This design comes from an exercise in tuning for a short achievable clock period and few clock cycles on the open sky130 flow, not from production work. Function was checked by simulation only, so behaviour that the tests miss may differ from the original. Power figures rest on the tool's default switching activity, not on a simulated workload.

--- design/flow/design.v ---
`timescale 1ns / 1ps
module arm_cpu(
	input wire clk,
	input wire reset,
	output wire [31:0] PC,
	input wire [31:0] Instr,
	output wire MemWrite,
	output wire [31:0] DataAdr,
	output wire [31:0] WriteData,
	input wire [31:0] ReadData
    );
	function cond_ok(input [3:0] c, input [3:0] f);
		reg n, z, cf, v;
		begin
			{n, z, cf, v} = f;
			case (c)
				4'b0000: cond_ok = z;
				4'b0001: cond_ok = ~z;
				4'b0010: cond_ok = cf;
				4'b0011: cond_ok = ~cf;
				4'b0100: cond_ok = n;
				4'b0101: cond_ok = ~n;
				4'b0110: cond_ok = v;
				4'b0111: cond_ok = ~v;
				4'b1000: cond_ok = cf & ~z;
				4'b1001: cond_ok = ~cf | z;
				4'b1010: cond_ok = (n == v);
				4'b1011: cond_ok = (n != v);
				4'b1100: cond_ok = ~z & (n == v);
				4'b1101: cond_ok = z | (n != v);
				4'b1110: cond_ok = 1'b1;
				default: cond_ok = 1'b0;
			endcase
		end
	endfunction
	reg [31:0] rf [0:14];
	reg [3:0]  flags;		 
	reg [31:0] pc_f;
	reg        d_valid;
	reg [31:0] d_ir, d_pc;
	reg        e_valid;
	reg [3:0]  e_cond, e_rd;
	reg        e_wr, e_ld, e_st, e_br;
	reg        e_sub, e_and, e_orr, e_fnz, e_fcv;
	reg [31:0] e_a, e_b, e_s;
	reg        e_fa, e_fb, e_fs;
	reg        e_bres, e_bpred;
	reg [31:0] e_balt;
	reg        m_we, m_ld, m_st;
	reg [3:0]  m_rd;
	reg [31:0] m_res, m_sd;
	wire [31:0] m_wd = m_ld ? ReadData : m_res;
	wire [3:0] d_cond = d_ir[31:28];
	wire [1:0] d_op   = d_ir[27:26];
	wire       d_I    = d_ir[25];
	wire [3:0] d_cmd  = d_ir[24:21];
	wire       d_S    = d_ir[20];
	wire [3:0] d_rn   = d_ir[19:16];
	wire [3:0] d_rd   = d_ir[15:12];
	wire [3:0] d_rm   = d_ir[3:0];
	wire d_isdp  = (d_op == 2'b00);
	wire d_ismem = (d_op == 2'b01);
	wire d_isbr  = (d_op == 2'b10);
	wire d_ld    = d_ismem &  d_S;
	wire d_st    = d_ismem & ~d_S;
	wire d_rreg  = d_isdp & ~d_I;		 
	wire d_cadd = (d_cmd == 4'b0100);
	wire d_csub = (d_cmd == 4'b0010);
	wire d_cand = (d_cmd == 4'b0000);
	wire d_corr = (d_cmd == 4'b1100);
	wire [3:0] d_ra2 = d_st ? d_rd : d_rm;
	wire [31:0] d_pc8 = d_pc + 32'd8;
	wire [31:0] d_rd1 = (d_rn == 4'd15) ? d_pc8 :
	                    (m_we && m_rd == d_rn) ? m_wd : rf[d_rn];
	wire [31:0] d_rd2 = (d_ra2 == 4'd15) ? d_pc8 :
	                    (m_we && m_rd == d_ra2) ? m_wd : rf[d_ra2];
	wire [31:0] d_imm = d_isdp ? {24'b0, d_ir[7:0]} : {20'b0, d_ir[11:0]};
	wire stall = d_valid & e_valid & e_ld &
	             (((d_isdp | d_ismem) & (e_rd == d_rn)) | (d_rreg & (e_rd == d_rm)));
	wire e_fwd_ok = e_valid & e_wr;
	wire d_fa = e_fwd_ok & (e_rd == d_rn) & (d_rn != 4'd15);
	wire d_fb = e_fwd_ok & d_rreg & (e_rd == d_rm) & (d_rm != 4'd15);
	wire d_fs = e_fwd_ok & d_st & (e_rd == d_rd) & (d_rd != 4'd15);
	wire [31:0] d_tgt = d_pc8 + {{6{d_ir[23]}}, d_ir[23:0], 2'b00};
	wire d_brv = d_valid & d_isbr & ~(&d_ir[23:0]);	 
	wire flags_pend = e_valid & e_fnz;
	wire d_ck = cond_ok(d_cond, flags);
	wire d_redir = d_brv & (flags_pend ? d_ir[23] : d_ck);
	wire e_ck   = cond_ok(e_cond, flags);
	wire e_exec = e_valid & e_ck;
	wire [31:0] A  = (e_fa & m_we) ? m_res : e_a;
	wire [31:0] B  = (e_fb & m_we) ? m_res : e_b;
	wire [31:0] SD = (e_fs & m_we) ? m_wd  : e_s;
	wire [31:0] Bx  = B ^ {32{e_sub}};
	wire [32:0] sum = {1'b0, A} + {1'b0, Bx} + {32'b0, e_sub};
	wire [31:0] res = e_and ? (A & B) : e_orr ? (A | B) : sum[31:0];
	wire fN = res[31];
	wire fZ = ~|res;
	wire fC = sum[32];
	wire fV = (A[31] == Bx[31]) & (sum[31] != A[31]);
	wire e_redir = e_valid & e_br & ~e_bres & (e_ck != e_bpred);
	always @(posedge clk) begin
		if (reset)
			pc_f <= 32'd0;
		else if (e_redir)
			pc_f <= e_balt;
		else if (stall)
			pc_f <= pc_f;
		else if (d_redir)
			pc_f <= d_tgt;
		else
			pc_f <= pc_f + 32'd4;
		if (reset | e_redir)
			d_valid <= 1'b0;
		else if (!stall)
			d_valid <= ~d_redir;
		if (!stall) begin
			d_ir <= Instr;
			d_pc <= pc_f;
		end
		if (reset | e_redir | stall)
			e_valid <= 1'b0;
		else
			e_valid <= d_valid;
		e_cond  <= d_cond;
		e_rd    <= d_rd;
		e_wr    <= d_isdp | d_ld;
		e_ld    <= d_ld;
		e_st    <= d_st;
		e_br    <= d_isbr & ~(&d_ir[23:0]);
		e_sub   <= d_isdp & d_csub;
		e_and   <= d_isdp & d_cand;
		e_orr   <= d_isdp & d_corr;
		e_fnz   <= d_isdp & d_S & (d_cadd | d_csub | d_cand | d_corr);
		e_fcv   <= d_isdp & d_S & (d_cadd | d_csub);
		e_a     <= d_rd1;
		e_b     <= d_rreg ? d_rd2 : d_imm;
		e_s     <= d_rd2;
		e_fa    <= d_fa;
		e_fb    <= d_fb;
		e_fs    <= d_fs;
		e_bres  <= ~flags_pend;
		e_bpred <= d_redir;
		e_balt  <= d_redir ? (d_pc + 32'd4) : d_tgt;
		if (reset) begin
			m_we <= 1'b0;
			m_st <= 1'b0;
		end else begin
			m_we <= e_exec & e_wr;
			m_st <= e_exec & e_st;
		end
		m_ld  <= e_ld;
		m_rd  <= e_rd;
		m_res <= res;
		m_sd  <= SD;
		if (e_exec & e_fnz)
			flags[3:2] <= {fN, fZ};
		if (e_exec & e_fcv)
			flags[1:0] <= {fC, fV};
		if (m_we && m_rd != 4'd15)
			rf[m_rd] <= m_wd;
	end
	assign PC        = pc_f;
	assign MemWrite  = m_st;
	assign DataAdr   = m_res;
	assign WriteData = m_sd;
endmodule
--- design/flow/run.sh ---
#!/bin/bash
# synth_recipe.tcl (not shown) runs the flow's synth.tcl, then flattens the netlist and writes it again
# the make line also repeats each setting of config.mk as NAME=value (left out here)
make -C /OpenROAD-flow-scripts/flow DESIGN_CONFIG=/design/flow/config.mk WORK_HOME=/design/flow/orfs CLKGATE_MAP_FILE= SYNTH_SCRIPT=/design/flow/synth_recipe.tcl finish
--- design/flow/config.mk ---
export PLATFORM = sky130hd
export DESIGN_NAME = arm_cpu
export DESIGN_NICKNAME = arm_cpu
export VERILOG_FILES = /design/flow/design.v
export SDC_FILE = /design/flow/constraint.sdc
export NUM_CORES = 4
export LEC_CHECK = 0
export CAP_MARGIN = 20
export CORE_MARGIN = 2
export CORE_UTILIZATION = 40
export SLEW_MARGIN = 20
--- design/flow/constraint.sdc ---
create_clock -name core_clock -period 11.0 [get_ports {clk}]
set_input_delay 2.2000 -clock core_clock [delete_from_list [all_inputs] [get_ports {clk}]]
set_output_delay 2.2000 -clock core_clock [all_outputs]
set_load 0.01 [all_outputs]
==> impl_metrics.yaml <==
sta:
  final_hold_violations: 0
  worst_hold_slack_ps: 346
  worst_pin_slew_ps: 1130
  timing.final.crit_period_ps: 6350
  timing.fmax_mhz: 158
  slew_viol_final: 0
  worst_slew_margin_rel_pct: 24.0
  share_of_the_cycle_needed_by_the_critical_path_after_routing_pct: 57.7
  final.setup.tns_ps: 0
  finalSetupViolations: 0
  final.setup.worst_slack_ps: 4650
  worst_clock_skew_ps: 24.0
  rsz0062_at_grt: "false"
pwr:
  cellLeakagePower_uw: 0.0166
  vdd_drop_max_mv: 0.128
  power.density_cell_area_mw_per_mm2: 172
clock_tree:
  numCtsBuffers: 86
  post_cts_hold_buffer_count: 0
  postCtsSetupRepairBufs: 0
  ctsHtreeMaxLevel: 3
  clock_tree_from_tritoncts: "done"
  clk_root_buffer_cell: "sky130_fd_sc_hd__clkbuf_16"
  insertion_delay_ps: 680
  clk_pin_slew_ps: 60
  cts_resized: 0
  clock_sinks: 807
  cts_buffer_depth: 3
critical_path:
  startpoint_type: "flip-flop"
  crit_path_max_fanout: 29
  timing.setup.critical_path_class: "flip-flop to flip-flop"
  critPathSlowestCell: "sky130_fd_sc_hd__dfxtp_1"
  path_common_cell: "sky130_fd_sc_hd__or4_1"
  critPathRequiredTime_ps: 11510
  crit_path_cell_trace: "nand2_4 > mux2i_1 > xnor2_1 > inv_1 > fa_1 > nor2b_1 > o2111ai_1 > a32oi_1 > and2_1 > a22oi_2 > a21oi_2 > a21o_1 > a311oi_1 > or4_1 > or4_1 > or4_1 > nor4b_2"
  crit_arrival_ps: 6860
  worst_setup_path_end_kind: "flip-flop"
  worst-path-buf-inv: 1
  timing.critical_path.max_delay_family: "simple AND/OR/NAND/NOR gates"
  timing.critical_path.slowest_cell_delay_ps: 840
global_routing:
  grt_use_total_pct: 24.4
  grt_remaining_overflow: 0
  grt_pass1_vias: 27300
  antenna_violations_before_repair: 2
  grt_pass1_wl_mm: 185
  pin_count_of_the_biggest_net_entering_global_routing: 110
place:
  detailed_place_hpwl_mm: 81.2
  input_output_buffers: 162
  place.gp.congestion: 0.965
  placement.setup.worst_slack_ps: 4370
route:
  routed_wl_mm: 127
  drt_pass1_iterations: 6
  count_of_routing_violations_after_the_opening_detailed_route_iteration: 3140
  antenna_nets_post_route: 0
  drt-vias-per-instance: 6.01
  drcViolationCount: 0
  post_drt_wl_per_cell_um: 26.6
  total_via_count_after_detailed_routing: 28800
synth:
  synth-seq-cells: 807
  synth.yosys.seq_area_share_pct: 53.8
  yosys_most_used_dff: "sky130_fd_sc_hd__edfxtp_1"
  post_synth_instance_area_mm2: 0.0402
  synth.net_count: 3447
  synth_cell_type_count: 92
  post_synth.cell_area_avg_um2: 12.1
  largest_area_contributor_in_the_netlist: "sky130_fd_sc_hd__edfxtp_1"
  synth_warnings: 1
  synth_top_area_share_pct: 40.9
  post_syn_instances: 3317
  post_synth_edffs: 548
  async_flop_share_pct: 0
  post_synth_main_area_contributors: "sky130_fd_sc_hd__edfxtp_1 (41%), sky130_fd_sc_hd__dfxtp_1 (13%), sky130_fd_sc_hd__mux4_2 (13%)"
finish:
  finalNetCount: 3543
  area_overhead_vs_synth_pct: 15.1
  post_route_cells_drive_above_1_share_pct: 14.5
die:
  floorplan.rows: 116
  die-height_um: 321
  fp.dieArea_mm2: 0.103
  die_width_um: 321
  placeableCoreArea_mm2: 0.0999
  start_util_pct: 40.3
  top_level_pins: 163
worst_hold_path:
  hold_class: "flip-flop to flip-flop"
flow_run:
  maxCapViolations: 0
run_status:
  status: "complete, no violations"
-- registers in the layout, summed over array words and instances, names as in the netlist, 4 cells and up, named ones only --
register / count
d_ir: 32
d_pc: 32
e_a: 32
e_b: 32
e_balt: 32
e_cond: 4
e_rd: 4
e_s: 32
flags: 4
m_rd: 4
m_res: 32
m_sd: 32
pc_f: 32
rf: 480
-- metal layers --
layer / up-vias / global-route usage [%] / part of all wire [%]
li1: 12700 / - / -
met1: 14400 / 33.3 / 41
met2: 1387 / 37.8 / 46
met3: 217 / 5.12 / 9.1
met4: 2 / 9.92 / 3.9
met5: - / 0 / 0.0055
-- path summary, 6_finish.rpt --
check | from | to | slack (ps) | cells past startpoint
setup / recovery | m_we | flags[2] | 4650 | 17
hold / removal | e_ld | m_ld | 350 | 0
setup reg to reg | m_we | flags[2] | 4650 | 17
hold reg to reg | e_ld | m_ld | 350 | 0
-- report_power, final --
part | switching (uW) | internal [uW]
clock network | 1290 | 1760
registers | 157 | 3520
logic | 750 | 482
total | 2200 | 5760
-- area by class of cell --
type                       instances  area [um^2]
antenna                            1         2.50
clock buffer                     109         2330
clock inverter                    51          631
fill                            8909        53500
inverter                          93          350
multi-input combinational       2201        17600
sequential                       807        21700
tap                             1298         1620
timing repair buffer             224         2110
-- layout by cell type, fill, tap and decap left out, drive strengths merged, types with 15 or more instances in the layout --
cell type        n
and3            28
a211oi          47
o21ai          151
edfxtp         548
xor2            54
inv             98
clkbuf         109
a21o            40
a21oi          229
ha              62
buf             62
mux2            16
mux4           224
nand4           26
a31oi           49
clkinv          33
clkdlybuf4s50  162
a311oi          40
o221ai          15
nor3            33
xnor2          103
nand2          367
nand3           67
and2            36
nor2           260
dfxtp          259
mux2i          158
-- through the flow --
step	area, um^2	power [uW]	utilization (%)	instances
floorplan	40200	4400	-	3317
global placement	43400	4950	43.4	4623
detailed placement	43400	4960	43.4	4623
CTS	46300	7990	46.4	4783
global route	46300	8240	46.4	4783
finish	46300	7960	46.4	4784
-- kinds of logic after synthesis --
logic type | Yosys count | synth area share [%]
simple gates | 909 | 10.3
compound gates | 672 | 10.6
buf+inv | 309 | 2.93
xor+xnor | 157 | 3.42
mux | 398 | 17.0
flops | 807 | 53.8
fa+ha+maj | 65 | 2.06
-- Yosys cell counts (all sizes together) (7+ instances only) --
cell type and count:
edfxtp 548, nand2 367, nor2 260, dfxtp 259, a21oi 229, mux4 224
clkbuf 169, mux2i 158, o21ai 151, xnor2 103, inv 93, nand3 67
ha 62, xor2 54, a31oi 49, a211oi 47, buf 47, a21o 40
a311oi 40, and2 36, nor3 33, and3 28, nand4 26, mux2 16
o221ai 15, nand2b 12, o21a 12, nor2b 11, or3 11, nor4 10
o21bai 10, nor3b 9, o211ai 9, nor4b 8, or4 8, and4 7
Testbench counts, summed over its fixed seeds: cycles 13,618.

[static timing again, ports no longer ideal]
The flow's constraints put no driver on any port. The routed layout listed below was extracted and timed again, unchanged, in two steps.
Step 1 sets driving cells, clkbuf_16 on the clock port and buf_2 on the other inputs (assumed; they add their load-dependent delay and slew).
Step 2, shift: input delay + t, output delay - t, t = (earliest + latest rising clock arrival at the registers) / 2. This alone moves slack from input paths to output paths.
Three values: ideal, step 1, step 2; two values: the first two.
t (ns): 0.748
setup slack, ns: 4.652 / 4.652 / 4.652
pins driven straight from the clock port: 1
After both steps setup and hold are still met in this run. For this run, drivers alone change the setup slack by 0.000 ns; drivers and shift together by 0.000 ns.
